Source: an optimization exercise on an open RTL-to-GDS flow (aim: small area and a short achievable clock period). Production flows keep margins and buffers that such runs may drop. Function was checked by simulation only, so behaviour that the tests miss may differ from the original.

==> flow/design.v, too long to show whole: its modules and the start of the top module <==
// module resampler_q15: 8882 lines
// module fa_cell: 4 lines
module resampler_q15 #(
    parameter TAP_COUNT = 9,
    parameter DATA_WIDTH = 16
)(
    input  logic                  clk,
    input  logic                  rst_n,
    input  logic signed [31:0]    ppm_in,
    input  logic [TAP_COUNT*DATA_WIDTH-1:0] coeffs,
    input  logic [DATA_WIDTH-1:0] data_in,
    input  logic                  data_in_valid,
    output logic                  data_in_ready,
    output logic [DATA_WIDTH-1:0] data_out,
    output logic                  data_out_valid
);
  // ...
==> flow/flow/run.sh <==
#!/bin/bash
# The standard layout (the standard.sh, ORFS synthesis to final), with:
# - the resizer's setup repair aimed below the clock period, so that it buffers
#   and sizes the design's long paths;
# - the synthesis buffers removed at floorplan, so that the resizer buffers
#   those nets itself;
# - the port buffers made as sky130_fd_sc_hd__buf_1 (the resizer sizes them up
#   where a path needs it).
# The SDC and every other setting are the standard flow's.
set -euo pipefail
bash standard.sh SETUP_SLACK_MARGIN=12.5 REMOVE_ABC_BUFFERS=1 \
  "BUFFER_PORTS_ARGS=-buffer_cell sky130_fd_sc_hd__buf_1" finish > standard_make.log 2>&1
==> flow/standard.sh <==
#!/bin/bash
# synth_recipe.tcl (not shown) runs the flow's synth.tcl, then flattens the netlist and writes it again
# the make line also repeats each setting of config.mk as NAME=value (left out here)
make -C /OpenROAD-flow-scripts/flow DESIGN_CONFIG=/design/flow/config.mk WORK_HOME=/design/flow/orfs CLKGATE_MAP_FILE= SYNTH_SCRIPT=/design/flow/synth_recipe.tcl "${@:-finish}"
==> flow/config.mk <==
export PLATFORM = sky130hd
export DESIGN_NAME = resampler_q15
export DESIGN_NICKNAME = resampler_q15
export VERILOG_FILES = /design/flow/design.v
export SDC_FILE = /design/flow/constraint.sdc
export NUM_CORES = 4
export LEC_CHECK = 0
export ABC_AREA = 1
export CAP_MARGIN = 20
export CORE_MARGIN = 2
export CORE_UTILIZATION = 65
export CTS_CLUSTER_DIAMETER = 100
export CTS_CLUSTER_SIZE = 24
export GPL_ROUTABILITY_DRIVEN = 0
export SLEW_MARGIN = 20
export SYNTH_HIERARCHICAL = 1
export SYNTH_MINIMUM_KEEP_SIZE = 0
==> flow/constraint.sdc <==
create_clock -name core_clock -period 19.0 [get_ports {clk}]
set_input_delay 3.8000 -clock core_clock [delete_from_list [all_inputs] [get_ports {clk}]]
set_output_delay 3.8000 -clock core_clock [all_outputs]
set_load 0.01 [all_outputs]
==> impl_metrics.env, run 1 <==
export IMPL_run_status="no timing/DRC/antenna violations"
export IMPL_synth_cell_type_count=54
export IMPL_synth_area_sq_um=63400
export IMPL_post_dp_cell_area_sq_um=64300
export IMPL_m1WireLength_mm=78.9
export IMPL_drt_pre_antenna_iters=6
export IMPL_setup_violations=0
export IMPL_clk_share_pct=1.71
export IMPL_ys_dominant_reg_cell="dfxtp_1"
export IMPL_seqAreaFraction_pct=13.1
export IMPL_clock_tree_from_tritoncts="done"
export IMPL_fill_cells=8020
export IMPL_avgSynthCellArea_sq_um=8.55
export IMPL_min_clock_period_post_route_ps=6490
export IMPL_worst_path_largest_cell_delay_ps=420
export IMPL_antenna_found_initial=3
export IMPL_final_common_cell="xor2_1"
export IMPL_layout_core_utilization_pct=68.8
export IMPL_design_seq_count=414
export IMPL_hold_path_end="p1[0]"
export IMPL_dr_max_layer_used="met5"
export IMPL_bufAreaShareNonClock_pct=3.59
export IMPL_cts_inserted_buffers=31
export IMPL_yosys_register_bits=414
export IMPL_route_detailed_drc=0
export IMPL_finalWirelength_mm=196
export IMPL_synth_area_mux_share_pct=0
export IMPL_crit_reg2reg_launch="x[1]"
export IMPL_synthAdderAreaFrac_pct=35.3
export IMPL_worstPathCellList="ha_4 -> nand4_1 -> buf_4 -> nor2_4 -> nand3_2 -> nand3_4 -> nand2_2 -> nand3_2 -> xor2_1 -> buf_2"
export IMPL_largestRegisters="creg (144), p1 (62), yr (46)"
export IMPL_synth_largest_area_cell="fa_1"
export IMPL_multi_input_logic_portion_of_the_cell_area_pct=76.2
export IMPL_synth_cells=7424
export IMPL_antenna_cells_inserted=0
export IMPL_ioPinCount=213
export IMPL_worstSetupEndpoint="data_out[14]"
export IMPL_route_detailed_vias_per_inst=6.54
export IMPL_slew_violations=0
==> run 2: changes to the inputs <==
--- a/flow/design.v
+++ b/flow/design.v
@@ -15,17 +15,17 @@
     logic signed [31:0] ppm_accum;
     logic [31:0] acc_next;       
     logic overflow, shift, clr;
     logic [TAP_COUNT*DATA_WIDTH-1:0] creg;
     logic [15:0] x;
     logic [15:0] w0, w1, w2, w3, w4, w5, w6;
     logic [61:0] p1;
     logic [15:0] q;
-    logic [45:0] yr;
+    logic [37:0] yr;
     logic yc;
     assign data_in_ready = 1'b1;
     assign overflow = ppm_accum[31] ^ ppm_accum[30];
     assign shift = overflow & data_in_valid;
     always_ff @(posedge clk or negedge rst_n)
         if (!rst_n) ppm_accum <= '0;
         else ppm_accum <= acc_next;
     always_ff @(posedge clk)
@@ -4025,31 +4025,31 @@
     logic t3969;
     logic g3970;
     logic t3971;
     logic g3972;
     logic t3973;
     logic g3974;
     logic t3975;
     logic g3976;
-    logic x3977;
+    logic t3977;
     logic g3978;
-    logic x3979;
+    logic t3979;
     logic g3980;
-    logic x3981;
+    logic t3981;
     logic g3982;
-    logic x3983;
+    logic t3983;
     logic g3984;
-    logic x3985;
+    logic t3985;
     logic g3986;
-    logic x3987;
+    logic t3987;
     logic g3988;
-    logic x3989;
+    logic t3989;
     logic g3990;
-    logic x3991;
+    logic t3991;
     logic g3992;
     logic x3993;
     logic g3994;
     logic x3995;
     logic g3996;
     logic x3997;
     logic g3998;
     logic x3999;
@@ -4071,23 +4071,23 @@
     logic x4015;
     logic g4016;
     logic x4017;
     logic g4018;
     logic x4019;
     logic g4020;
     logic x4021;
     logic g4022;
-    logic t4023;
+    logic x4023;
     logic g4024;
-    logic t4025;
+    logic x4025;
     logic g4026;
-    logic t4027;
+    logic x4027;
     logic g4028;
-    logic t4029;
+    logic x4029;
     logic g4030;
     logic t4031;
     logic g4032;
     logic t4033;
     logic g4034;
     logic t4035;
     logic g4036;
     logic t4037;
@@ -4152,30 +4152,30 @@
     logic g4096;
     logic t4097;
     logic g4098;
     logic t4099;
     logic g4100;
     logic t4101;
     logic g4102;
     logic t4103;
-    logic g4104;
-    logic t4105;
-    logic g4106;
-    logic t4107;
-    logic g4108;
-    logic t4109;
-    logic g4110;
-    logic t4111;
-    logic g4112;
-    logic t4113;
-    logic g4114;
-    logic t4115;
-    logic g4116;
-    logic t4117;
+    logic k4104;
+    logic o4105;
+    logic k4106;
+    logic o4107;
+    logic k4108;
+    logic o4109;
+    logic k4110;
+    logic o4111;
+    logic k4112;
+    logic o4113;
+    logic k4114;
+    logic o4115;
+    logic k4116;
+    logic o4117;
     logic k4118;
     logic o4119;
     logic k4120;
     logic o4121;
     logic k4122;
     logic o4123;
     logic k4124;
     logic o4125;
@@ -4184,30 +4184,30 @@
     logic k4128;
     logic o4129;
     logic k4130;
     logic o4131;
     logic k4132;
     logic o4133;
     logic k4134;
     logic o4135;
-    logic k4136;
-    logic o4137;
-    logic k4138;
-    logic o4139;
-    logic k4140;
-    logic o4141;
-    logic k4142;
-    logic o4143;
-    logic k4144;
-    logic o4145;
-    logic k4146;
-    logic o4147;
-    logic k4148;
-    logic o4149;
+    logic g4136;
+    logic g4137;
+    logic g4138;
+    logic g4139;
+    logic g4140;
+    logic g4141;
+    logic g4142;
+    logic g4143;
+    logic g4144;
+    logic g4145;
+    logic g4146;
+    logic g4147;
+    logic g4148;
+    logic g4149;
     logic g4150;
     logic g4151;
     logic g4152;
     logic g4153;
     logic g4154;
     logic g4155;
     logic g4156;
     logic g4157;
@@ -4216,30 +4216,30 @@
     logic g4160;
     logic g4161;
     logic g4162;
     logic g4163;
     logic g4164;
     logic g4165;
     logic g4166;
     logic g4167;
-    logic g4168;
-    logic g4169;
-    logic g4170;
-    logic g4171;
-    logic g4172;
-    logic g4173;
-    logic g4174;
-    logic g4175;
-    logic g4176;
-    logic g4177;
-    logic g4178;
-    logic g4179;
-    logic g4180;
-    logic g4181;
+    logic x4168;
+    logic x4169;
+    logic x4170;
+    logic x4171;
+    logic x4172;
+    logic x4173;
+    logic x4174;
+    logic x4175;
+    logic x4176;
+    logic x4177;
+    logic x4178;
+    logic x4179;
+    logic x4180;
+    logic x4181;
     logic x4182;
     logic x4183;
     logic x4184;
     logic x4185;
     logic x4186;
     logic x4187;
     logic x4188;
     logic x4189;
@@ -4248,30 +4248,30 @@
     logic x4192;
     logic x4193;
     logic x4194;
     logic x4195;
     logic x4196;
     logic x4197;
     logic x4198;
     logic x4199;
-    logic x4200;
-    logic x4201;
-    logic x4202;
-    logic x4203;
-    logic x4204;
-    logic x4205;
-    logic x4206;
-    logic x4207;
-    logic x4208;
-    logic x4209;
-    logic x4210;
-    logic x4211;
-    logic x4212;
-    logic x4213;
+    logic g4200;
+    logic t4201;
+    logic g4202;
+    logic t4203;
+    logic g4204;
+    logic t4205;
+    logic g4206;
+    logic t4207;
+    logic g4208;
+    logic t4209;
+    logic g4210;
+    logic t4211;
+    logic g4212;
+    logic t4213;
     logic g4214;
     logic t4215;
     logic g4216;
     logic t4217;
     logic g4218;
     logic t4219;
     logic g4220;
     logic t4221;
@@ -4362,30 +4362,30 @@
     logic g4306;
     logic t4307;
     logic g4308;
     logic t4309;
     logic g4310;
     logic t4311;
     logic g4312;
     logic t4313;
-    logic g4314;
-    logic t4315;
-    logic g4316;
-    logic t4317;
-    logic g4318;
-    logic t4319;
-    logic g4320;
-    logic t4321;
-    logic g4322;
-    logic t4323;
-    logic g4324;
-    logic t4325;
-    logic g4326;
-    logic t4327;
+    logic o4314;
+    logic o4315;
+    logic o4316;
+    logic o4317;
+    logic o4318;
+    logic o4319;
+    logic o4320;
+    logic o4321;
+    logic o4322;
+    logic o4323;
+    logic o4324;
+    logic o4325;
+    logic o4326;
+    logic o4327;
     logic o4328;
     logic o4329;
     logic o4330;
     logic o4331;
     logic o4332;
     logic o4333;
     logic o4334;
     logic o4335;
@@ -4393,30 +4393,16 @@
     logic o4337;
     logic o4338;
     logic o4339;
     logic o4340;
     logic o4341;
     logic o4342;
     logic o4343;
     logic o4344;
-    logic o4345;
-    logic o4346;
-    logic o4347;
-    logic o4348;
-    logic o4349;
-    logic o4350;
-    logic o4351;
-    logic o4352;
-    logic o4353;
-    logic o4354;
-    logic o4355;
-    logic o4356;
-    logic o4357;
-    logic o4358;
     assign bxo0 = x[0] ^ 1'b0;
     assign bxt0 = (x[1] & ~x[0] & ~1'b0) | (~x[1] & x[0] & 1'b0);
     assign bxn0 = x[1];
     assign bxo1 = x[2] ^ x[1];
     assign bxt1 = (x[3] & ~x[2] & ~x[1]) | (~x[3] & x[2] & x[1]);
     assign bxn1 = x[3];
     assign bxo2 = x[4] ^ x[3];
     assign bxt2 = (x[5] & ~x[4] & ~x[3]) | (~x[5] & x[4] & x[3]);
@@ -8440,268 +8426,268 @@
     assign g3954 = q3919 & s3920;
     assign t3955 = q3919 | s3920;
     assign g3956 = c3920 & s3921;
     assign t3957 = c3920 | s3921;
     assign g3958 = c3921 & s3922;
     assign t3959 = c3921 | s3922;
     assign g3960 = c3922 & s3923;
     assign t3961 = c3922 | s3923;
-    assign g3962 = 1'b0 | (p0_3673 & g3948);
-    assign t3963 = p0_3673 & t3949;
-    assign g3964 = g3952 | (t3953 & g3950);
-    assign t3965 = t3953 & t3951;
-    assign g3966 = g3956 | (t3957 & g3954);
-    assign t3967 = t3957 & t3955;
-    assign g3968 = g3960 | (t3961 & g3958);
-    assign t3969 = t3961 & t3959;
-    assign g3970 = g3964 | (t3965 & g3962);
-    assign t3971 = t3965 & t3963;
-    assign g3972 = g3968 | (t3969 & g3966);
-    assign t3973 = t3969 & t3967;
-    assign g3974 = g3972 | (t3973 & g3970);
-    assign t3975 = t3973 & t3971;
-    assign g3976 = yr[0] & yr[1];
-    assign x3977 = yr[0] ^ yr[1];
-    assign g3978 = yr[2] & yr[3];
-    assign x3979 = yr[2] ^ yr[3];
-    assign g3980 = yr[4] & yr[5];
-    assign x3981 = yr[4] ^ yr[5];
-    assign g3982 = yr[6] & yr[7];
-    assign x3983 = yr[6] ^ yr[7];
-    assign g3984 = yr[8] & yr[9];
-    assign x3985 = yr[8] ^ yr[9];
-    assign g3986 = yr[10] & yr[11];
-    assign x3987 = yr[10] ^ yr[11];
-    assign g3988 = yr[12] & yr[13];
-    assign x3989 = yr[12] ^ yr[13];
-    assign g3990 = yr[14] & yr[15];
-    assign x3991 = yr[14] ^ yr[15];
-    assign g3992 = yr[16] & yr[17];
-    assign x3993 = yr[16] ^ yr[17];
-    assign g3994 = yr[18] & yr[19];
-    assign x3995 = yr[18] ^ yr[19];
-    assign g3996 = yr[20] & yr[21];
-    assign x3997 = yr[20] ^ yr[21];
-    assign g3998 = yr[22] & yr[23];
-    assign x3999 = yr[22] ^ yr[23];
-    assign g4000 = yr[24] & yr[25];
-    assign x4001 = yr[24] ^ yr[25];
-    assign g4002 = yr[26] & yr[27];
-    assign x4003 = yr[26] ^ yr[27];
-    assign g4004 = yr[28] & yr[29];
-    assign x4005 = yr[28] ^ yr[29];
-    assign g4006 = yr[30] & yr[31];
-    assign x4007 = yr[30] ^ yr[31];
-    assign g4008 = yr[32] & yr[33];
-    assign x4009 = yr[32] ^ yr[33];
-    assign g4010 = yr[34] & yr[35];
-    assign x4011 = yr[34] ^ yr[35];
-    assign g4012 = yr[36] & yr[37];
-    assign x4013 = yr[36] ^ yr[37];
-    assign g4014 = yr[38] & yr[39];
-    assign x4015 = yr[38] ^ yr[39];
-    assign g4016 = yr[40] & yr[41];
-    assign x4017 = yr[40] ^ yr[41];
-    assign g4018 = yr[42] & yr[43];
-    assign x4019 = yr[42] ^ yr[43];
-    assign g4020 = yr[44] & yr[45];
-    assign x4021 = yr[44] ^ yr[45];
-    assign g4022 = g3978 | (x3979 & g3976);
-    assign t4023 = x3979 & x3977;
-    assign g4024 = g3982 | (x3983 & g3980);
-    assign t4025 = x3983 & x3981;
-    assign g4026 = g3986 | (x3987 & g3984);
-    assign t4027 = x3987 & x3985;
-    assign g4028 = g3990 | (x3991 & g3988);
-    assign t4029 = x3991 & x3989;
+    assign g3962 = c3923 & s3924;
+    assign t3963 = c3923 | s3924;
+    assign g3964 = c3924 & s3925;
+    assign t3965 = c3924 | s3925;
+    assign g3966 = c3925 & s3926;
+    assign t3967 = c3925 | s3926;
+    assign g3968 = c3926 & s3927;
+    assign t3969 = c3926 | s3927;
+    assign g3970 = 1'b0 | (p0_3673 & g3948);
+    assign t3971 = p0_3673 & t3949;
+    assign g3972 = g3952 | (t3953 & g3950);
+    assign t3973 = t3953 & t3951;
+    assign g3974 = g3956 | (t3957 & g3954);
+    assign t3975 = t3957 & t3955;
+    assign g3976 = g3960 | (t3961 & g3958);
+    assign t3977 = t3961 & t3959;
+    assign g3978 = g3964 | (t3965 & g3962);
+    assign t3979 = t3965 & t3963;
+    assign g3980 = g3968 | (t3969 & g3966);
+    assign t3981 = t3969 & t3967;
+    assign g3982 = g3972 | (t3973 & g3970);
+    assign t3983 = t3973 & t3971;
+    assign g3984 = g3976 | (t3977 & g3974);
+    assign t3985 = t3977 & t3975;
+    assign g3986 = g3980 | (t3981 & g3978);
+    assign t3987 = t3981 & t3979;
+    assign g3988 = g3984 | (t3985 & g3982);
+    assign t3989 = t3985 & t3983;
+    assign g3990 = g3986 | (t3987 & g3988);
+    assign t3991 = t3987 & t3989;
+    assign g3992 = yr[0] & yr[1];
+    assign x3993 = yr[0] ^ yr[1];
+    assign g3994 = yr[2] & yr[3];
+    assign x3995 = yr[2] ^ yr[3];
+    assign g3996 = yr[4] & yr[5];
+    assign x3997 = yr[4] ^ yr[5];
+    assign g3998 = yr[6] & yr[7];
+    assign x3999 = yr[6] ^ yr[7];
+    assign g4000 = yr[8] & yr[9];
+    assign x4001 = yr[8] ^ yr[9];
+    assign g4002 = yr[10] & yr[11];
+    assign x4003 = yr[10] ^ yr[11];
+    assign g4004 = yr[12] & yr[13];
+    assign x4005 = yr[12] ^ yr[13];
+    assign g4006 = yr[14] & yr[15];
+    assign x4007 = yr[14] ^ yr[15];
+    assign g4008 = yr[16] & yr[17];
+    assign x4009 = yr[16] ^ yr[17];
+    assign g4010 = yr[18] & yr[19];
+    assign x4011 = yr[18] ^ yr[19];
+    assign g4012 = yr[20] & yr[21];
+    assign x4013 = yr[20] ^ yr[21];
+    assign g4014 = yr[22] & yr[23];
+    assign x4015 = yr[22] ^ yr[23];
+    assign g4016 = yr[24] & yr[25];
+    assign x4017 = yr[24] ^ yr[25];
+    assign g4018 = yr[26] & yr[27];
+    assign x4019 = yr[26] ^ yr[27];
+    assign g4020 = yr[28] & yr[29];
+    assign x4021 = yr[28] ^ yr[29];
+    assign g4022 = yr[30] & yr[31];
+    assign x4023 = yr[30] ^ yr[31];
+    assign g4024 = yr[32] & yr[33];
+    assign x4025 = yr[32] ^ yr[33];
+    assign g4026 = yr[34] & yr[35];
+    assign x4027 = yr[34] ^ yr[35];
+    assign g4028 = yr[36] & yr[37];
+    assign x4029 = yr[36] ^ yr[37];
     assign g4030 = g3994 | (x3995 & g3992);
     assign t4031 = x3995 & x3993;
     assign g4032 = g3998 | (x3999 & g3996);
     assign t4033 = x3999 & x3997;
     assign g4034 = g4002 | (x4003 & g4000);
     assign t4035 = x4003 & x4001;
     assign g4036 = g4006 | (x4007 & g4004);
     assign t4037 = x4007 & x4005;
     assign g4038 = g4010 | (x4011 & g4008);
     assign t4039 = x4011 & x4009;
     assign g4040 = g4014 | (x4015 & g4012);
     assign t4041 = x4015 & x4013;
     assign g4042 = g4018 | (x4019 & g4016);
     assign t4043 = x4019 & x4017;
-    assign g4044 = g3980 | (x3981 & g4022);
-    assign t4045 = x3981 & t4023;
-    assign g4046 = g4024 | (t4025 & g4022);
-    assign t4047 = t4025 & t4023;
-    assign g4048 = g3988 | (x3989 & g4026);
-    assign t4049 = x3989 & t4027;
-    assign g4050 = g4028 | (t4029 & g4026);
-    assign t4051 = t4029 & t4027;
-    assign g4052 = g3996 | (x3997 & g4030);
-    assign t4053 = x3997 & t4031;
-    assign g4054 = g4032 | (t4033 & g4030);
-    assign t4055 = t4033 & t4031;
-    assign g4056 = g4004 | (x4005 & g4034);
-    assign t4057 = x4005 & t4035;
-    assign g4058 = g4036 | (t4037 & g4034);
-    assign t4059 = t4037 & t4035;
-    assign g4060 = g4012 | (x4013 & g4038);
-    assign t4061 = x4013 & t4039;
-    assign g4062 = g4040 | (t4041 & g4038);
-    assign t4063 = t4041 & t4039;
-    assign g4064 = g4020 | (x4021 & g4042);
-    assign t4065 = x4021 & t4043;
-    assign g4066 = g3984 | (x3985 & g4046);
-    assign t4067 = x3985 & t4047;
-    assign g4068 = g4026 | (t4027 & g4046);
-    assign t4069 = t4027 & t4047;
-    assign g4070 = g4048 | (t4049 & g4046);
-    assign t4071 = t4049 & t4047;
-    assign g4072 = g4050 | (t4051 & g4046);
-    assign t4073 = t4051 & t4047;
-    assign g4074 = g4000 | (x4001 & g4054);
-    assign t4075 = x4001 & t4055;
-    assign g4076 = g4034 | (t4035 & g4054);
-    assign t4077 = t4035 & t4055;
-    assign g4078 = g4056 | (t4057 & g4054);
-    assign t4079 = t4057 & t4055;
-    assign g4080 = g4058 | (t4059 & g4054);
-    assign t4081 = t4059 & t4055;
-    assign g4082 = g4016 | (x4017 & g4062);
-    assign t4083 = x4017 & t4063;
-    assign g4084 = g4042 | (t4043 & g4062);
-    assign t4085 = t4043 & t4063;
-    assign g4086 = g4064 | (t4065 & g4062);
-    assign t4087 = t4065 & t4063;
-    assign g4088 = g3992 | (x3993 & g4072);
-    assign t4089 = x3993 & t4073;
-    assign g4090 = g4030 | (t4031 & g4072);
-    assign t4091 = t4031 & t4073;
-    assign g4092 = g4052 | (t4053 & g4072);
-    assign t4093 = t4053 & t4073;
-    assign g4094 = g4054 | (t4055 & g4072);
-    assign t4095 = t4055 & t4073;
-    assign g4096 = g4074 | (t4075 & g4072);
-    assign t4097 = t4075 & t4073;
-    assign g4098 = g4076 | (t4077 & g4072);
-    assign t4099 = t4077 & t4073;
-    assign g4100 = g4078 | (t4079 & g4072);
-    assign t4101 = t4079 & t4073;
-    assign g4102 = g4080 | (t4081 & g4072);
-    assign t4103 = t4081 & t4073;
-    assign g4104 = g4008 | (x4009 & g4102);
-    assign t4105 = x4009 & t4103;
-    assign g4106 = g4038 | (t4039 & g4102);
-    assign t4107 = t4039 & t4103;
-    assign g4108 = g4060 | (t4061 & g4102);
-    assign t4109 = t4061 & t4103;
-    assign g4110 = g4062 | (t4063 & g4102);
-    assign t4111 = t4063 & t4103;
-    assign g4112 = g4082 | (t4083 & g4102);
-    assign t4113 = t4083 & t4103;
-    assign g4114 = g4084 | (t4085 & g4102);
-    assign t4115 = t4085 & t4103;
-    assign g4116 = g4086 | (t4087 & g4102);
-    assign t4117 = t4087 & t4103;
-    assign k4118 = g4070 | (t4071 & yc);
-    assign o4119 = x3991 ^ k4118;
-    assign k4120 = g4072 | (t4073 & yc);
-    assign o4121 = x3993 ^ k4120;
+    assign g4044 = g4022 | (x4023 & g4020);
+    assign t4045 = x4023 & x4021;
+    assign g4046 = g4026 | (x4027 & g4024);
+    assign t4047 = x4027 & x4025;
+    assign g4048 = g3996 | (x3997 & g4030);
+    assign t4049 = x3997 & t4031;
+    assign g4050 = g4032 | (t4033 & g4030);
+    assign t4051 = t4033 & t4031;
+    assign g4052 = g4004 | (x4005 & g4034);
+    assign t4053 = x4005 & t4035;
+    assign g4054 = g4036 | (t4037 & g4034);
+    assign t4055 = t4037 & t4035;
+    assign g4056 = g4012 | (x4013 & g4038);
+    assign t4057 = x4013 & t4039;
+    assign g4058 = g4040 | (t4041 & g4038);
+    assign t4059 = t4041 & t4039;
+    assign g4060 = g4020 | (x4021 & g4042);
+    assign t4061 = x4021 & t4043;
+    assign g4062 = g4044 | (t4045 & g4042);
+    assign t4063 = t4045 & t4043;
+    assign g4064 = g4028 | (x4029 & g4046);
+    assign t4065 = x4029 & t4047;
+    assign g4066 = g4000 | (x4001 & g4050);
+    assign t4067 = x4001 & t4051;
+    assign g4068 = g4034 | (t4035 & g4050);
+    assign t4069 = t4035 & t4051;
+    assign g4070 = g4052 | (t4053 & g4050);
+    assign t4071 = t4053 & t4051;
+    assign g4072 = g4054 | (t4055 & g4050);
+    assign t4073 = t4055 & t4051;
+    assign g4074 = g4016 | (x4017 & g4058);
+    assign t4075 = x4017 & t4059;
+    assign g4076 = g4042 | (t4043 & g4058);
+    assign t4077 = t4043 & t4059;
+    assign g4078 = g4060 | (t4061 & g4058);
+    assign t4079 = t4061 & t4059;
+    assign g4080 = g4062 | (t4063 & g4058);
+    assign t4081 = t4063 & t4059;
+    assign g4082 = g4008 | (x4009 & g4072);
+    assign t4083 = x4009 & t4073;
+    assign g4084 = g4038 | (t4039 & g4072);
+    assign t4085 = t4039 & t4073;
+    assign g4086 = g4056 | (t4057 & g4072);
+    assign t4087 = t4057 & t4073;
+    assign g4088 = g4058 | (t4059 & g4072);
+    assign t4089 = t4059 & t4073;
+    assign g4090 = g4074 | (t4075 & g4072);
+    assign t4091 = t4075 & t4073;
+    assign g4092 = g4076 | (t4077 & g4072);
+    assign t4093 = t4077 & t4073;
+    assign g4094 = g4078 | (t4079 & g4072);
+    assign t4095 = t4079 & t4073;
+    assign g4096 = g4080 | (t4081 & g4072);
+    assign t4097 = t4081 & t4073;
+    assign g4098 = g4024 | (x4025 & g4096);
+    assign t4099 = x4025 & t4097;
+    assign g4100 = g4046 | (t4047 & g4096);
+    assign t4101 = t4047 & t4097;
+    assign g4102 = g4064 | (t4065 & g4096);
+    assign t4103 = t4065 & t4097;
+    assign k4104 = g4048 | (t4049 & yc);
+    assign o4105 = x3999 ^ k4104;
+    assign k4106 = g4050 | (t4051 & yc);
+    assign o4107 = x4001 ^ k4106;
+    assign k4108 = g4066 | (t4067 & yc);
+    assign o4109 = x4003 ^ k4108;
+    assign k4110 = g4068 | (t4069 & yc);
+    assign o4111 = x4005 ^ k4110;
+    assign k4112 = g4070 | (t4071 & yc);
+    assign o4113 = x4007 ^ k4112;
+    assign k4114 = g4072 | (t4073 & yc);
+    assign o4115 = x4009 ^ k4114;
+    assign k4116 = g4082 | (t4083 & yc);
+    assign o4117 = x4011 ^ k4116;
+    assign k4118 = g4084 | (t4085 & yc);
+    assign o4119 = x4013 ^ k4118;
+    assign k4120 = g4086 | (t4087 & yc);
+    assign o4121 = x4015 ^ k4120;
     assign k4122 = g4088 | (t4089 & yc);
-    assign o4123 = x3995 ^ k4122;
+    assign o4123 = x4017 ^ k4122;
     assign k4124 = g4090 | (t4091 & yc);
-    assign o4125 = x3997 ^ k4124;
+    assign o4125 = x4019 ^ k4124;
     assign k4126 = g4092 | (t4093 & yc);
-    assign o4127 = x3999 ^ k4126;
+    assign o4127 = x4021 ^ k4126;
     assign k4128 = g4094 | (t4095 & yc);
-    assign o4129 = x4001 ^ k4128;
+    assign o4129 = x4023 ^ k4128;
     assign k4130 = g4096 | (t4097 & yc);
-    assign o4131 = x4003 ^ k4130;
+    assign o4131 = x4025 ^ k4130;
     assign k4132 = g4098 | (t4099 & yc);
-    assign o4133 = x4005 ^ k4132;
+    assign o4133 = x4027 ^ k4132;
     assign k4134 = g4100 | (t4101 & yc);
-    assign o4135 = x4007 ^ k4134;
-    assign k4136 = g4102 | (t4103 & yc);
-    assign o4137 = x4009 ^ k4136;
-    assign k4138 = g4104 | (t4105 & yc);
-    assign o4139 = x4011 ^ k4138;
-    assign k4140 = g4106 | (t4107 & yc);
-    assign o4141 = x4013 ^ k4140;
-    assign k4142 = g4108 | (t4109 & yc);
-    assign o4143 = x4015 ^ k4142;
-    assign k4144 = g4110 | (t4111 & yc);
-    assign o4145 = x4017 ^ k4144;
-    assign k4146 = g4112 | (t4113 & yc);
-    assign o4147 = x4019 ^ k4146;
-    assign k4148 = g4114 | (t4115 & yc);
-    assign o4149 = x4021 ^ k4148;
-    assign g4150 = ppm_accum[0] & ppm_in[0];
-    assign g4151 = ppm_accum[1] & ppm_in[1];
-    assign g4152 = ppm_accum[2] & ppm_in[2];
-    assign g4153 = ppm_accum[3] & ppm_in[3];
-    assign g4154 = ppm_accum[4] & ppm_in[4];
-    assign g4155 = ppm_accum[5] & ppm_in[5];
-    assign g4156 = ppm_accum[6] & ppm_in[6];
-    assign g4157 = ppm_accum[7] & ppm_in[7];
-    assign g4158 = ppm_accum[8] & ppm_in[8];
-    assign g4159 = ppm_accum[9] & ppm_in[9];
-    assign g4160 = ppm_accum[10] & ppm_in[10];
-    assign g4161 = ppm_accum[11] & ppm_in[11];
-    assign g4162 = ppm_accum[12] & ppm_in[12];
-    assign g4163 = ppm_accum[13] & ppm_in[13];
-    assign g4164 = ppm_accum[14] & ppm_in[14];
-    assign g4165 = ppm_accum[15] & ppm_in[15];
-    assign g4166 = ppm_accum[16] & ppm_in[16];
-    assign g4167 = ppm_accum[17] & ppm_in[17];
-    assign g4168 = ppm_accum[18] & ppm_in[18];
-    assign g4169 = ppm_accum[19] & ppm_in[19];
-    assign g4170 = ppm_accum[20] & ppm_in[20];
-    assign g4171 = ppm_accum[21] & ppm_in[21];
-    assign g4172 = ppm_accum[22] & ppm_in[22];
-    assign g4173 = ppm_accum[23] & ppm_in[23];
-    assign g4174 = ppm_accum[24] & ppm_in[24];
-    assign g4175 = ppm_accum[25] & ppm_in[25];
-    assign g4176 = ppm_accum[26] & ppm_in[26];
-    assign g4177 = ppm_accum[27] & ppm_in[27];
-    assign g4178 = ppm_accum[28] & ppm_in[28];
-    assign g4179 = ppm_accum[29] & ppm_in[29];
-    assign g4180 = ppm_accum[30] & ppm_in[30];
-    assign g4181 = ppm_accum[31] & ppm_in[31];
-    assign x4182 = ppm_accum[0] ^ ppm_in[0];
-    assign x4183 = ppm_accum[1] ^ ppm_in[1];
-    assign x4184 = ppm_accum[2] ^ ppm_in[2];
-    assign x4185 = ppm_accum[3] ^ ppm_in[3];
-    assign x4186 = ppm_accum[4] ^ ppm_in[4];
-    assign x4187 = ppm_accum[5] ^ ppm_in[5];
-    assign x4188 = ppm_accum[6] ^ ppm_in[6];
-    assign x4189 = ppm_accum[7] ^ ppm_in[7];
-    assign x4190 = ppm_accum[8] ^ ppm_in[8];
-    assign x4191 = ppm_accum[9] ^ ppm_in[9];
-    assign x4192 = ppm_accum[10] ^ ppm_in[10];
-    assign x4193 = ppm_accum[11] ^ ppm_in[11];
-    assign x4194 = ppm_accum[12] ^ ppm_in[12];
-    assign x4195 = ppm_accum[13] ^ ppm_in[13];
-    assign x4196 = ppm_accum[14] ^ ppm_in[14];
-    assign x4197 = ppm_accum[15] ^ ppm_in[15];
-    assign x4198 = ppm_accum[16] ^ ppm_in[16];
-    assign x4199 = ppm_accum[17] ^ ppm_in[17];
-    assign x4200 = ppm_accum[18] ^ ppm_in[18];
-    assign x4201 = ppm_accum[19] ^ ppm_in[19];
-    assign x4202 = ppm_accum[20] ^ ppm_in[20];
-    assign x4203 = ppm_accum[21] ^ ppm_in[21];
-    assign x4204 = ppm_accum[22] ^ ppm_in[22];
-    assign x4205 = ppm_accum[23] ^ ppm_in[23];
-    assign x4206 = ppm_accum[24] ^ ppm_in[24];
-    assign x4207 = ppm_accum[25] ^ ppm_in[25];
-    assign x4208 = ppm_accum[26] ^ ppm_in[26];
-    assign x4209 = ppm_accum[27] ^ ppm_in[27];
-    assign x4210 = ppm_accum[28] ^ ppm_in[28];
-    assign x4211 = ppm_accum[29] ^ ppm_in[29];
-    assign x4212 = ppm_accum[30] ^ ppm_in[30];
-    assign x4213 = ppm_accum[31] ^ ppm_in[31];
+    assign o4135 = x4029 ^ k4134;
+    assign g4136 = ppm_accum[0] & ppm_in[0];
+    assign g4137 = ppm_accum[1] & ppm_in[1];
+    assign g4138 = ppm_accum[2] & ppm_in[2];
+    assign g4139 = ppm_accum[3] & ppm_in[3];
+    assign g4140 = ppm_accum[4] & ppm_in[4];
+    assign g4141 = ppm_accum[5] & ppm_in[5];
+    assign g4142 = ppm_accum[6] & ppm_in[6];
+    assign g4143 = ppm_accum[7] & ppm_in[7];
+    assign g4144 = ppm_accum[8] & ppm_in[8];
+    assign g4145 = ppm_accum[9] & ppm_in[9];
+    assign g4146 = ppm_accum[10] & ppm_in[10];
+    assign g4147 = ppm_accum[11] & ppm_in[11];
+    assign g4148 = ppm_accum[12] & ppm_in[12];
+    assign g4149 = ppm_accum[13] & ppm_in[13];
+    assign g4150 = ppm_accum[14] & ppm_in[14];
+    assign g4151 = ppm_accum[15] & ppm_in[15];
+    assign g4152 = ppm_accum[16] & ppm_in[16];
+    assign g4153 = ppm_accum[17] & ppm_in[17];
+    assign g4154 = ppm_accum[18] & ppm_in[18];
+    assign g4155 = ppm_accum[19] & ppm_in[19];
+    assign g4156 = ppm_accum[20] & ppm_in[20];
+    assign g4157 = ppm_accum[21] & ppm_in[21];
+    assign g4158 = ppm_accum[22] & ppm_in[22];
+    assign g4159 = ppm_accum[23] & ppm_in[23];
+    assign g4160 = ppm_accum[24] & ppm_in[24];
+    assign g4161 = ppm_accum[25] & ppm_in[25];
+    assign g4162 = ppm_accum[26] & ppm_in[26];
+    assign g4163 = ppm_accum[27] & ppm_in[27];
+    assign g4164 = ppm_accum[28] & ppm_in[28];
+    assign g4165 = ppm_accum[29] & ppm_in[29];
+    assign g4166 = ppm_accum[30] & ppm_in[30];
+    assign g4167 = ppm_accum[31] & ppm_in[31];
+    assign x4168 = ppm_accum[0] ^ ppm_in[0];
+    assign x4169 = ppm_accum[1] ^ ppm_in[1];
+    assign x4170 = ppm_accum[2] ^ ppm_in[2];
+    assign x4171 = ppm_accum[3] ^ ppm_in[3];
+    assign x4172 = ppm_accum[4] ^ ppm_in[4];
+    assign x4173 = ppm_accum[5] ^ ppm_in[5];
+    assign x4174 = ppm_accum[6] ^ ppm_in[6];
+    assign x4175 = ppm_accum[7] ^ ppm_in[7];
+    assign x4176 = ppm_accum[8] ^ ppm_in[8];
+    assign x4177 = ppm_accum[9] ^ ppm_in[9];
+    assign x4178 = ppm_accum[10] ^ ppm_in[10];
+    assign x4179 = ppm_accum[11] ^ ppm_in[11];
+    assign x4180 = ppm_accum[12] ^ ppm_in[12];
+    assign x4181 = ppm_accum[13] ^ ppm_in[13];
+    assign x4182 = ppm_accum[14] ^ ppm_in[14];
+    assign x4183 = ppm_accum[15] ^ ppm_in[15];
+    assign x4184 = ppm_accum[16] ^ ppm_in[16];
+    assign x4185 = ppm_accum[17] ^ ppm_in[17];
+    assign x4186 = ppm_accum[18] ^ ppm_in[18];
+    assign x4187 = ppm_accum[19] ^ ppm_in[19];
+    assign x4188 = ppm_accum[20] ^ ppm_in[20];
+    assign x4189 = ppm_accum[21] ^ ppm_in[21];
+    assign x4190 = ppm_accum[22] ^ ppm_in[22];
+    assign x4191 = ppm_accum[23] ^ ppm_in[23];
+    assign x4192 = ppm_accum[24] ^ ppm_in[24];
+    assign x4193 = ppm_accum[25] ^ ppm_in[25];
+    assign x4194 = ppm_accum[26] ^ ppm_in[26];
+    assign x4195 = ppm_accum[27] ^ ppm_in[27];
+    assign x4196 = ppm_accum[28] ^ ppm_in[28];
+    assign x4197 = ppm_accum[29] ^ ppm_in[29];
+    assign x4198 = ppm_accum[30] ^ ppm_in[30];
+    assign x4199 = ppm_accum[31] ^ ppm_in[31];
+    assign g4200 = g4137 | (x4169 & g4136);
+    assign t4201 = x4169 & x4168;
+    assign g4202 = g4139 | (x4171 & g4138);
+    assign t4203 = x4171 & x4170;
+    assign g4204 = g4141 | (x4173 & g4140);
+    assign t4205 = x4173 & x4172;
+    assign g4206 = g4143 | (x4175 & g4142);
+    assign t4207 = x4175 & x4174;
+    assign g4208 = g4145 | (x4177 & g4144);
+    assign t4209 = x4177 & x4176;
+    assign g4210 = g4147 | (x4179 & g4146);
+    assign t4211 = x4179 & x4178;
+    assign g4212 = g4149 | (x4181 & g4148);
+    assign t4213 = x4181 & x4180;
     assign g4214 = g4151 | (x4183 & g4150);
     assign t4215 = x4183 & x4182;
     assign g4216 = g4153 | (x4185 & g4152);
     assign t4217 = x4185 & x4184;
     assign g4218 = g4155 | (x4187 & g4154);
     assign t4219 = x4187 & x4186;
     assign g4220 = g4157 | (x4189 & g4156);
     assign t4221 = x4189 & x4188;
@@ -8710,145 +8696,131 @@
     assign g4224 = g4161 | (x4193 & g4160);
     assign t4225 = x4193 & x4192;
     assign g4226 = g4163 | (x4195 & g4162);
     assign t4227 = x4195 & x4194;
     assign g4228 = g4165 | (x4197 & g4164);
     assign t4229 = x4197 & x4196;
     assign g4230 = g4167 | (x4199 & g4166);
     assign t4231 = x4199 & x4198;
-    assign g4232 = g4169 | (x4201 & g4168);
-    assign t4233 = x4201 & x4200;
-    assign g4234 = g4171 | (x4203 & g4170);
-    assign t4235 = x4203 & x4202;
-    assign g4236 = g4173 | (x4205 & g4172);
-    assign t4237 = x4205 & x4204;
-    assign g4238 = g4175 | (x4207 & g4174);
-    assign t4239 = x4207 & x4206;
-    assign g4240 = g4177 | (x4209 & g4176);
-    assign t4241 = x4209 & x4208;
-    assign g4242 = g4179 | (x4211 & g4178);
-    assign t4243 = x4211 & x4210;
-    assign g4244 = g4181 | (x4213 & g4180);
-    assign t4245 = x4213 & x4212;
-    assign g4246 = g4216 | (t4217 & g4214);
-    assign t4247 = t4217 & t4215;
-    assign g4248 = g4220 | (t4221 & g4218);
-    assign t4249 = t4221 & t4219;
-    assign g4250 = g4224 | (t4225 & g4222);
-    assign t4251 = t4225 & t4223;
-    assign g4252 = g4228 | (t4229 & g4226);
-    assign t4253 = t4229 & t4227;
-    assign g4254 = g4232 | (t4233 & g4230);
-    assign t4255 = t4233 & t4231;
-    assign g4256 = g4236 | (t4237 & g4234);
-    assign t4257 = t4237 & t4235;
-    assign g4258 = g4240 | (t4241 & g4238);
-    assign t4259 = t4241 & t4239;
-    assign g4260 = g4244 | (t4245 & g4242);
-    assign t4261 = t4245 & t4243;
-    assign g4262 = g4248 | (t4249 & g4246);
-    assign t4263 = t4249 & t4247;
-    assign g4264 = g4252 | (t4253 & g4250);
-    assign t4265 = t4253 & t4251;
-    assign g4266 = g4256 | (t4257 & g4254);
-    assign t4267 = t4257 & t4255;
-    assign g4268 = g4260 | (t4261 & g4258);
-    assign t4269 = t4261 & t4259;
-    assign g4270 = g4264 | (t4265 & g4262);
-    assign t4271 = t4265 & t4263;
-    assign g4272 = g4268 | (t4269 & g4266);
-    assign t4273 = t4269 & t4267;
-    assign g4274 = g4272 | (t4273 & g4270);
-    assign t4275 = t4273 & t4271;
-    assign g4276 = g4266 | (t4267 & g4270);
-    assign t4277 = t4267 & t4271;
-    assign g4278 = g4250 | (t4251 & g4262);
-    assign t4279 = t4251 & t4263;
-    assign g4280 = g4254 | (t4255 & g4270);
-    assign t4281 = t4255 & t4271;
-    assign g4282 = g4258 | (t4259 & g4276);
-    assign t4283 = t4259 & t4277;
-    assign g4284 = g4218 | (t4219 & g4246);
-    assign t4285 = t4219 & t4247;
-    assign g4286 = g4222 | (t4223 & g4262);
-    assign t4287 = t4223 & t4263;
-    assign g4288 = g4226 | (t4227 & g4278);
-    assign t4289 = t4227 & t4279;
-    assign g4290 = g4230 | (t4231 & g4270);
-    assign t4291 = t4231 & t4271;
-    assign g4292 = g4234 | (t4235 & g4280);
-    assign t4293 = t4235 & t4281;
-    assign g4294 = g4238 | (t4239 & g4276);
-    assign t4295 = t4239 & t4277;
-    assign g4296 = g4242 | (t4243 & g4282);
-    assign t4297 = t4243 & t4283;
-    assign g4298 = g4152 | (x4184 & g4214);
-    assign t4299 = x4184 & t4215;
-    assign g4300 = g4154 | (x4186 & g4246);
-    assign t4301 = x4186 & t4247;
-    assign g4302 = g4156 | (x4188 & g4284);
-    assign t4303 = x4188 & t4285;
-    assign g4304 = g4158 | (x4190 & g4262);
-    assign t4305 = x4190 & t4263;
-    assign g4306 = g4160 | (x4192 & g4286);
-    assign t4307 = x4192 & t4287;
-    assign g4308 = g4162 | (x4194 & g4278);
-    assign t4309 = x4194 & t4279;
-    assign g4310 = g4164 | (x4196 & g4288);
-    assign t4311 = x4196 & t4289;
-    assign g4312 = g4166 | (x4198 & g4270);
-    assign t4313 = x4198 & t4271;
-    assign g4314 = g4168 | (x4200 & g4290);
-    assign t4315 = x4200 & t4291;
-    assign g4316 = g4170 | (x4202 & g4280);
-    assign t4317 = x4202 & t4281;
-    assign g4318 = g4172 | (x4204 & g4292);
-    assign t4319 = x4204 & t4293;
-    assign g4320 = g4174 | (x4206 & g4276);
-    assign t4321 = x4206 & t4277;
-    assign g4322 = g4176 | (x4208 & g4294);
-    assign t4323 = x4208 & t4295;
-    assign g4324 = g4178 | (x4210 & g4282);
-    assign t4325 = x4210 & t4283;
-    assign g4326 = g4180 | (x4212 & g4296);
-    assign t4327 = x4212 & t4297;
-    assign o4328 = x4183 ^ g4150;
-    assign o4329 = x4184 ^ g4214;
+    assign g4232 = g4202 | (t4203 & g4200);
+    assign t4233 = t4203 & t4201;
+    assign g4234 = g4206 | (t4207 & g4204);
+    assign t4235 = t4207 & t4205;
+    assign g4236 = g4210 | (t4211 & g4208);
+    assign t4237 = t4211 & t4209;
+    assign g4238 = g4214 | (t4215 & g4212);
+    assign t4239 = t4215 & t4213;
+    assign g4240 = g4218 | (t4219 & g4216);
+    assign t4241 = t4219 & t4217;
+    assign g4242 = g4222 | (t4223 & g4220);
+    assign t4243 = t4223 & t4221;
+    assign g4244 = g4226 | (t4227 & g4224);
+    assign t4245 = t4227 & t4225;
+    assign g4246 = g4230 | (t4231 & g4228);
+    assign t4247 = t4231 & t4229;
+    assign g4248 = g4234 | (t4235 & g4232);
+    assign t4249 = t4235 & t4233;
+    assign g4250 = g4238 | (t4239 & g4236);
+    assign t4251 = t4239 & t4237;
+    assign g4252 = g4242 | (t4243 & g4240);
+    assign t4253 = t4243 & t4241;
+    assign g4254 = g4246 | (t4247 & g4244);
+    assign t4255 = t4247 & t4245;
+    assign g4256 = g4250 | (t4251 & g4248);
+    assign t4257 = t4251 & t4249;
+    assign g4258 = g4254 | (t4255 & g4252);
+    assign t4259 = t4255 & t4253;
+    assign g4260 = g4258 | (t4259 & g4256);
+    assign t4261 = t4259 & t4257;
+    assign g4262 = g4252 | (t4253 & g4256);
+    assign t4263 = t4253 & t4257;
+    assign g4264 = g4236 | (t4237 & g4248);
+    assign t4265 = t4237 & t4249;
+    assign g4266 = g4240 | (t4241 & g4256);
+    assign t4267 = t4241 & t4257;
+    assign g4268 = g4244 | (t4245 & g4262);
+    assign t4269 = t4245 & t4263;
+    assign g4270 = g4204 | (t4205 & g4232);
+    assign t4271 = t4205 & t4233;
+    assign g4272 = g4208 | (t4209 & g4248);
+    assign t4273 = t4209 & t4249;
+    assign g4274 = g4212 | (t4213 & g4264);
+    assign t4275 = t4213 & t4265;
+    assign g4276 = g4216 | (t4217 & g4256);
+    assign t4277 = t4217 & t4257;
+    assign g4278 = g4220 | (t4221 & g4266);
+    assign t4279 = t4221 & t4267;
+    assign g4280 = g4224 | (t4225 & g4262);
+    assign t4281 = t4225 & t4263;
+    assign g4282 = g4228 | (t4229 & g4268);
+    assign t4283 = t4229 & t4269;
+    assign g4284 = g4138 | (x4170 & g4200);
+    assign t4285 = x4170 & t4201;
+    assign g4286 = g4140 | (x4172 & g4232);
+    assign t4287 = x4172 & t4233;
+    assign g4288 = g4142 | (x4174 & g4270);
+    assign t4289 = x4174 & t4271;
+    assign g4290 = g4144 | (x4176 & g4248);
+    assign t4291 = x4176 & t4249;
+    assign g4292 = g4146 | (x4178 & g4272);
+    assign t4293 = x4178 & t4273;
+    assign g4294 = g4148 | (x4180 & g4264);
+    assign t4295 = x4180 & t4265;
+    assign g4296 = g4150 | (x4182 & g4274);
+    assign t4297 = x4182 & t4275;
+    assign g4298 = g4152 | (x4184 & g4256);
+    assign t4299 = x4184 & t4257;
+    assign g4300 = g4154 | (x4186 & g4276);
+    assign t4301 = x4186 & t4277;
+    assign g4302 = g4156 | (x4188 & g4266);
+    assign t4303 = x4188 & t4267;
+    assign g4304 = g4158 | (x4190 & g4278);
+    assign t4305 = x4190 & t4279;
+    assign g4306 = g4160 | (x4192 & g4262);
+    assign t4307 = x4192 & t4263;
+    assign g4308 = g4162 | (x4194 & g4280);
+    assign t4309 = x4194 & t4281;
+    assign g4310 = g4164 | (x4196 & g4268);
+    assign t4311 = x4196 & t4269;
+    assign g4312 = g4166 | (x4198 & g4282);
+    assign t4313 = x4198 & t4283;
+    assign o4314 = x4169 ^ g4136;
+    assign o4315 = x4170 ^ g4200;
+    assign o4316 = x4171 ^ g4284;
+    assign o4317 = x4172 ^ g4232;
+    assign o4318 = x4173 ^ g4286;
+    assign o4319 = x4174 ^ g4270;
+    assign o4320 = x4175 ^ g4288;
+    assign o4321 = x4176 ^ g4248;
+    assign o4322 = x4177 ^ g4290;
+    assign o4323 = x4178 ^ g4272;
+    assign o4324 = x4179 ^ g4292;
+    assign o4325 = x4180 ^ g4264;
+    assign o4326 = x4181 ^ g4294;
+    assign o4327 = x4182 ^ g4274;
+    assign o4328 = x4183 ^ g4296;
+    assign o4329 = x4184 ^ g4256;
     assign o4330 = x4185 ^ g4298;
-    assign o4331 = x4186 ^ g4246;
+    assign o4331 = x4186 ^ g4276;
     assign o4332 = x4187 ^ g4300;
-    assign o4333 = x4188 ^ g4284;
+    assign o4333 = x4188 ^ g4266;
     assign o4334 = x4189 ^ g4302;
-    assign o4335 = x4190 ^ g4262;
+    assign o4335 = x4190 ^ g4278;
     assign o4336 = x4191 ^ g4304;
-    assign o4337 = x4192 ^ g4286;
+    assign o4337 = x4192 ^ g4262;
     assign o4338 = x4193 ^ g4306;
-    assign o4339 = x4194 ^ g4278;
+    assign o4339 = x4194 ^ g4280;
     assign o4340 = x4195 ^ g4308;
-    assign o4341 = x4196 ^ g4288;
+    assign o4341 = x4196 ^ g4268;
     assign o4342 = x4197 ^ g4310;
-    assign o4343 = x4198 ^ g4270;
+    assign o4343 = x4198 ^ g4282;
     assign o4344 = x4199 ^ g4312;
-    assign o4345 = x4200 ^ g4290;
-    assign o4346 = x4201 ^ g4314;
-    assign o4347 = x4202 ^ g4280;
-    assign o4348 = x4203 ^ g4316;
-    assign o4349 = x4204 ^ g4292;
-    assign o4350 = x4205 ^ g4318;
-    assign o4351 = x4206 ^ g4276;
-    assign o4352 = x4207 ^ g4320;
-    assign o4353 = x4208 ^ g4294;
-    assign o4354 = x4209 ^ g4322;
-    assign o4355 = x4210 ^ g4282;
-    assign o4356 = x4211 ^ g4324;
-    assign o4357 = x4212 ^ g4296;
-    assign o4358 = x4213 ^ g4326;
     assign q = {o3671, o3669, o3667, o3665, o3663, o3661, o3659, o3657, o3655, o3653, o3651, o3649, o3647, o3645, o3643, o3641};
-    assign acc_next = {o4358, o4357, o4356, o4355, o4354, o4353, o4352, o4351, o4350, o4349, o4348, o4347, o4346, o4345, o4344, o4343, o4342, o4341, o4340, o4339, o4338, o4337, o4336, o4335, o4334, o4333, o4332, o4331, o4330, o4329, o4328, x4182};
+    assign acc_next = {o4344, o4343, o4342, o4341, o4340, o4339, o4338, o4337, o4336, o4335, o4334, o4333, o4332, o4331, o4330, o4329, o4328, o4327, o4326, o4325, o4324, o4323, o4322, o4321, o4320, o4319, o4318, o4317, o4316, o4315, o4314, x4168};
     always_ff @(posedge clk or negedge rst_n)
         if (!rst_n) clr <= 1'b1;
         else clr <= 1'b0;
     always_ff @(posedge clk)
         if (clr) begin
             x <= '0;
             w0 <= 16'haaa6;
             w1 <= 16'hfffc;
@@ -8869,18 +8841,18 @@
             w6 <= {o3197, o3195, o3193, o3191, o3189, o3187, o3185, o3183, o3181, o3179, o3177, o3175, o3173, o3171, o3169, o3167};
             p1 <= {g3470, p1_3333, p1_3332, p1_3331, p1_3316, p1_3330, p1_3315, q3439, p1_3329, h3438, c3437, q3411, s3437, c3436, c3409, s3436, c3435, s3409, s3435, c3434, c3405, s3434, c3433, c3403, s3433, c3432, s3403, s3432, c3431, s3401, s3431, c3430, s3399, s3430, c3429, s3397, s3429, c3428, s3395, s3428, c3427, s3393, s3427, c3426, s3391, s3426, c3425, s3389, s3425, c3424, s3387, s3424, c3423, s3385, s3423, c3422, s3383, s3422, c3421, c3378, s3421, c3420};
         end
     always_ff @(posedge clk or negedge rst_n)
         if (!rst_n) begin
             yr <= '0;
             yc <= 1'b0;
         end else if (shift) begin
-            yr <= {h3946, c3945, s3945, c3944, s3944, c3943, s3943, c3942, s3942, c3941, s3941, c3940, s3940, c3939, s3939, c3938, s3938, c3937, s3937, c3936, s3936, c3935, s3935, c3934, s3934, c3933, s3933, c3932, s3932, c3931, s3931, c3930, s3930, c3929, s3929, c3928, s3928, c3927, s3927, c3926, s3926, c3925, s3925, c3924, s3924, c3923};
-            yc <= g3974;
+            yr <= {h3946, c3945, s3945, c3944, s3944, c3943, s3943, c3942, s3942, c3941, s3941, c3940, s3940, c3939, s3939, c3938, s3938, c3937, s3937, c3936, s3936, c3935, s3935, c3934, s3934, c3933, s3933, c3932, s3932, c3931, s3931, c3930, s3930, c3929, s3929, c3928, s3928, c3927};
+            yc <= g3990;
         end
-    assign data_out = {o4149, o4147, o4145, o4143, o4141, o4139, o4137, o4135, o4133, o4131, o4129, o4127, o4125, o4123, o4121, o4119};
+    assign data_out = {o4135, o4133, o4131, o4129, o4127, o4125, o4123, o4121, o4119, o4117, o4115, o4113, o4111, o4109, o4107, o4105};
     assign data_out_valid = overflow;
 endmodule
 module fa_cell (input logic a, b, c, output logic s, co);
     assign s = a ^ b ^ c;
     assign co = (a & b) | (c & (a ^ b));
 endmodule
--- a/flow/config.mk
+++ b/flow/config.mk
@@ -6,12 +6,11 @@
 export NUM_CORES = 4
 export LEC_CHECK = 0
 export ABC_AREA = 1
 export CAP_MARGIN = 20
 export CORE_MARGIN = 2
 export CORE_UTILIZATION = 65
 export CTS_CLUSTER_DIAMETER = 100
 export CTS_CLUSTER_SIZE = 24
-export GPL_ROUTABILITY_DRIVEN = 0
 export SLEW_MARGIN = 20
 export SYNTH_HIERARCHICAL = 1
 export SYNTH_MINIMUM_KEEP_SIZE = 0
==> run 2 against run 1 <==
Still clean on timing, DRC and antenna. Design area shrank 0.56%. Count of clock-buffer cells in the layout grew 5.
==> impl_metrics.env, run 2 <==
export IMPL_post_dp_cell_area_sq_um=63800
export IMPL_detail_route_iter0_violations=6190
export IMPL_die_w_microns=315
export IMPL_setup_violations=0
export IMPL_grt_pass1_vias=56000
export IMPL_timing_critical_path_required_ps=15200
export IMPL_worst_path_dominant_cell_family="simple AND/OR/NAND/NOR gates"
export IMPL_drt_antenna_violating_nets=0
export IMPL_route_detailed_vias_per_inst=6.55
export IMPL_worst_setup_path_end_kind="output port"
export IMPL_synth_warning_count=7
export IMPL_cp_start_kind="flop"
export IMPL_type_of_the_worst_setup_path="flop to output port"
export IMPL_max_clock_freq_mhz=151
export IMPL_cts_root_buffer="clkbuf_16"
export IMPL_timing_clock_skew_ps=39.4
export IMPL_worst_path_largest_cell_delay_ps=430
export IMPL_grt_setup_unrepaired="true"
export IMPL_reg2regPathDepth=24
export IMPL_antenna_found_initial=1
export IMPL_yosys_register_bits=406
export IMPL_most_frequent_cells_in_the_layout="xor2_1 (1163), o22ai_1 (1064), nand2_1 (931)"
export IMPL_largest_net_degree_at_the_start_of_global_routing=172
export IMPL_ys_seq_area_share_pct=13.5
export IMPL_largestRegisters="creg (144), p1 (62), yr (38)"
export IMPL_maxCapViolCount=0
export IMPL_post_synth_main_area_contributors="fa_1 (28%), xor2_1 (16%), dfxtp_1 (11%)"
export IMPL_avgSynthCellArea_sq_um=8.57
export IMPL_design_area_sq_um=66200
export IMPL_place_detailed_hpwl_mm=126
export IMPL_r2r_setup_slack_ps=12770
export IMPL_drt_pre_antenna_iters=6
export IMPL_portBuffers=211
export IMPL_clock_tree_from_tritoncts="done"
export IMPL_placeableCoreArea_sq_um=96300
export IMPL_finalWirelength_mm=198
export IMPL_synth_largest_area_cell="fa_1"
export IMPL_worstMarginPinSlew_ps=981
export IMPL_synth_most_common_cell="xor2_1"
export IMPL_final_hold_viol_count=0
export IMPL_min_clock_period_post_route_ps=6610
export IMPL_largest_register_ff_count=144
export IMPL_finalWeightedCongestion=0.899
export IMPL_critical_path_cell_count=13
export IMPL_final_common_cell="xor2_1"
export IMPL_slowest_stage_cell_on_the_critical_path="dfrtp_1"
export IMPL_top_reg_by_flops="creg"
export IMPL_cts_inserted_buffers=30
export IMPL_class_of_the_tightest_hold_or_removal_check="flop to flop"
export IMPL_run_status="no timing/DRC/antenna violations"
export IMPL_critical_path_startpoint="yr[22]"
export IMPL_cts_sinks=406
export IMPL_slew_headroom_pct=34.6
export IMPL_share_of_flip_flops_with_an_asynchronous_set_or_reset_after_synthesis_pct=17.7
export IMPL_critical_path_reg2reg_endpoint="w4[10]"
export IMPL_synth_cell_type_count=56
export IMPL_die_area_sq_um=99400
export IMPL_fp_row_count=114
export IMPL_synth_cells=7345
export IMPL_h_tree_depth=1
export IMPL_cts_hold_buf=0
export IMPL_antenna_cells_inserted=0
export IMPL_post_route_cells_drive_above_1_share_pct=4.86
export IMPL_layout_area_overhead_vs_synth_pct=5.15
export IMPL_route_detailed_drc=0
export IMPL_wire_per_inst_microns=23.5
export IMPL_synth_edff_count=0
export IMPL_grt_util_all_layers_pct=39.0
export IMPL_clk_latency_ps=710
export IMPL_crit_reg2reg_launch="x[11]"
export IMPL_finalCritPeriodShare_pct=34.8
export IMPL_worstSetupEndpoint="data_out[15]"
export IMPL_path_common_cell="nand2_2"
export IMPL_clk_transition_reported_paths_ps=100
export IMPL_worstPathCellList="ha_4 -> nand2_2 -> inv_2 -> nand3_4 -> nor3_4 -> nand4_1 -> nand3_4 -> a21o_1 -> nand3_2 -> nand2_2 -> nand2_2 -> nand2_1 -> buf_2"
export IMPL_ioPinCount=213
export IMPL_synth_area_sq_um=63000
export IMPL_post_synth_top_area_fraction_pct=28.5
export IMPL_post_synth_most_frequent_cells="xor2_1 (1163), o22ai_1 (1065), nand2_1 (951)"
export IMPL_design_final_nets=8582
export IMPL_data_arrival_at_the_endpoint_of_the_critical_path_ps=2810
export IMPL_grt_overflow=0
export IMPL_cts_max_path_buffers=3
export IMPL_grt_pass1_wl_mm=308
export IMPL_chipHeight_microns=315
export IMPL_fin_tns_setup_ps=0
export IMPL_fin_hold_ws_ps=477
export IMPL_slew_violations=0
export IMPL_worst_path_buf_inv=2
export IMPL_via_count=55200
export IMPL_ys_dominant_reg_cell="dfxtp_1"
export IMPL_critical_path_max_fanout=3
export IMPL_initial_core_utilization_pct=65.4
-- run 2: layer usage --
layer / GRT usage [%] / part of all wire (%) / vias up / wire [microns]
li1: - / - / 24400 / -
met1: 52.9 / 39 / 26900 / 78100
met5: 0 / 0.0056 / - / 11
met4: 15.3 / 4.1 / 2 / 8140
met3: 7.70 / 12 / 589 / 23200
met2: 61.8 / 45 / 3377 / 88700
-- run 2: layout make-up --
cell class	instances	area [sq um]
Clock inverter	16	225
Timing Repair Buffer	364	2470
Fill cell	7895	30100
Tap cell	1276	1600
Inverter	497	1910
Clock buffer	40	840
Sequential cell	406	8520
Multi-Input combinational cell	5839	50600
-- run 2: cells by family after synthesis --
kind of cell	after synthesis	synth area share (%)
and+or+nand+nor	1638	10.7
AOI/OAI and AO/OA	1764	16.9
other	2	0.0119
DFF	406	13.5
buffers and inverters	1104	6.99
adders and majority gates	1251	35.5
xor gates and xnor gates	1180	16.4
-- run 2: worst reg2reg max path: cells and delay by family (launching register included) --
family	cells	cell delay (ps)
DFF	1	470
buffers and inverters	4	1060
AOI/OAI and AO/OA	3	550
and+or+nand+nor	11	1600
xor gates and xnor gates	1	250
adders and majority gates	5	2200
-- run 2: metrics by stage --
step	utilization, %	setup WS, ps	cells
floorplan	-	5320	6738
global placement	66.3	11200	8330
detailed placement	66.3	11360	8331
CTS	68.0	12370	8405
global route	68.8	12280	8438
finish	68.8	12390	8438
-- run 2: modules after synthesis (local to each module, per instance) --
module,cells inside,flip-flops and latches,copies in the design,area (sq um)
fa_cell,1,0,871,20.0
resampler_q15,6474,406,1,45500
-- run 2: worst min-delay path by stage --
stage                    to  slack, ps  cells after the start    startpoint
2_1_floorplan  ppm_accum[0]        440                      1  ppm_accum[0]
3_3_place_gp   ppm_accum[0]        450                      1  ppm_accum[0]
3_5_place_dp         p1[13]        460                      2        p1[13]
4_1_cts               p1[0]        480                      2         p1[0]
5_1_grt              p1[61]        500                      2        p1[61]
6_report             p1[16]        480                      2        p1[16]
-- run 2: what timing repair did --
| item | CTS | global route |
|---|---|---|
| resized for setup | 90 | 90 |
| pin swaps | 23 | 24 |
| buffers inserted | 17 | 27 |
| setup endpoints to repair | 127 | 97 |
| gates cloned | 1 | 5 |

## port drivers added, routing unchanged
Ports are ideal in the flow. The routed layouts listed here were re-timed in OpenROAD. Step 1: set_driving_cell puts a clkbuf_16 on clk and a buf_2 on each other input, an assumption about the parent block. Step 2 times the ports against the registers' clock, not the clock port: input delays grow and output delays shrink by t, the midpoint of the rising clock arrivals with the driver on. a / b / c = ideal / step 1 / step 2; a / b = the first two.
run | t, ns | slack for setup (ns) | hold WS [ns]
run 1 | 0.764 | 12.506 / 12.429 / 11.826 | 0.474 / 0.474 / 0.474
run 2 | 0.762 | 12.389 / 12.317 / 11.849 | 0.477 / 0.477 / 0.477
After both steps every run listed still meets setup and hold. For run 1, which loses most, drivers alone change the setup slack by -0.077 ns; drivers and shift together by -0.680 ns.
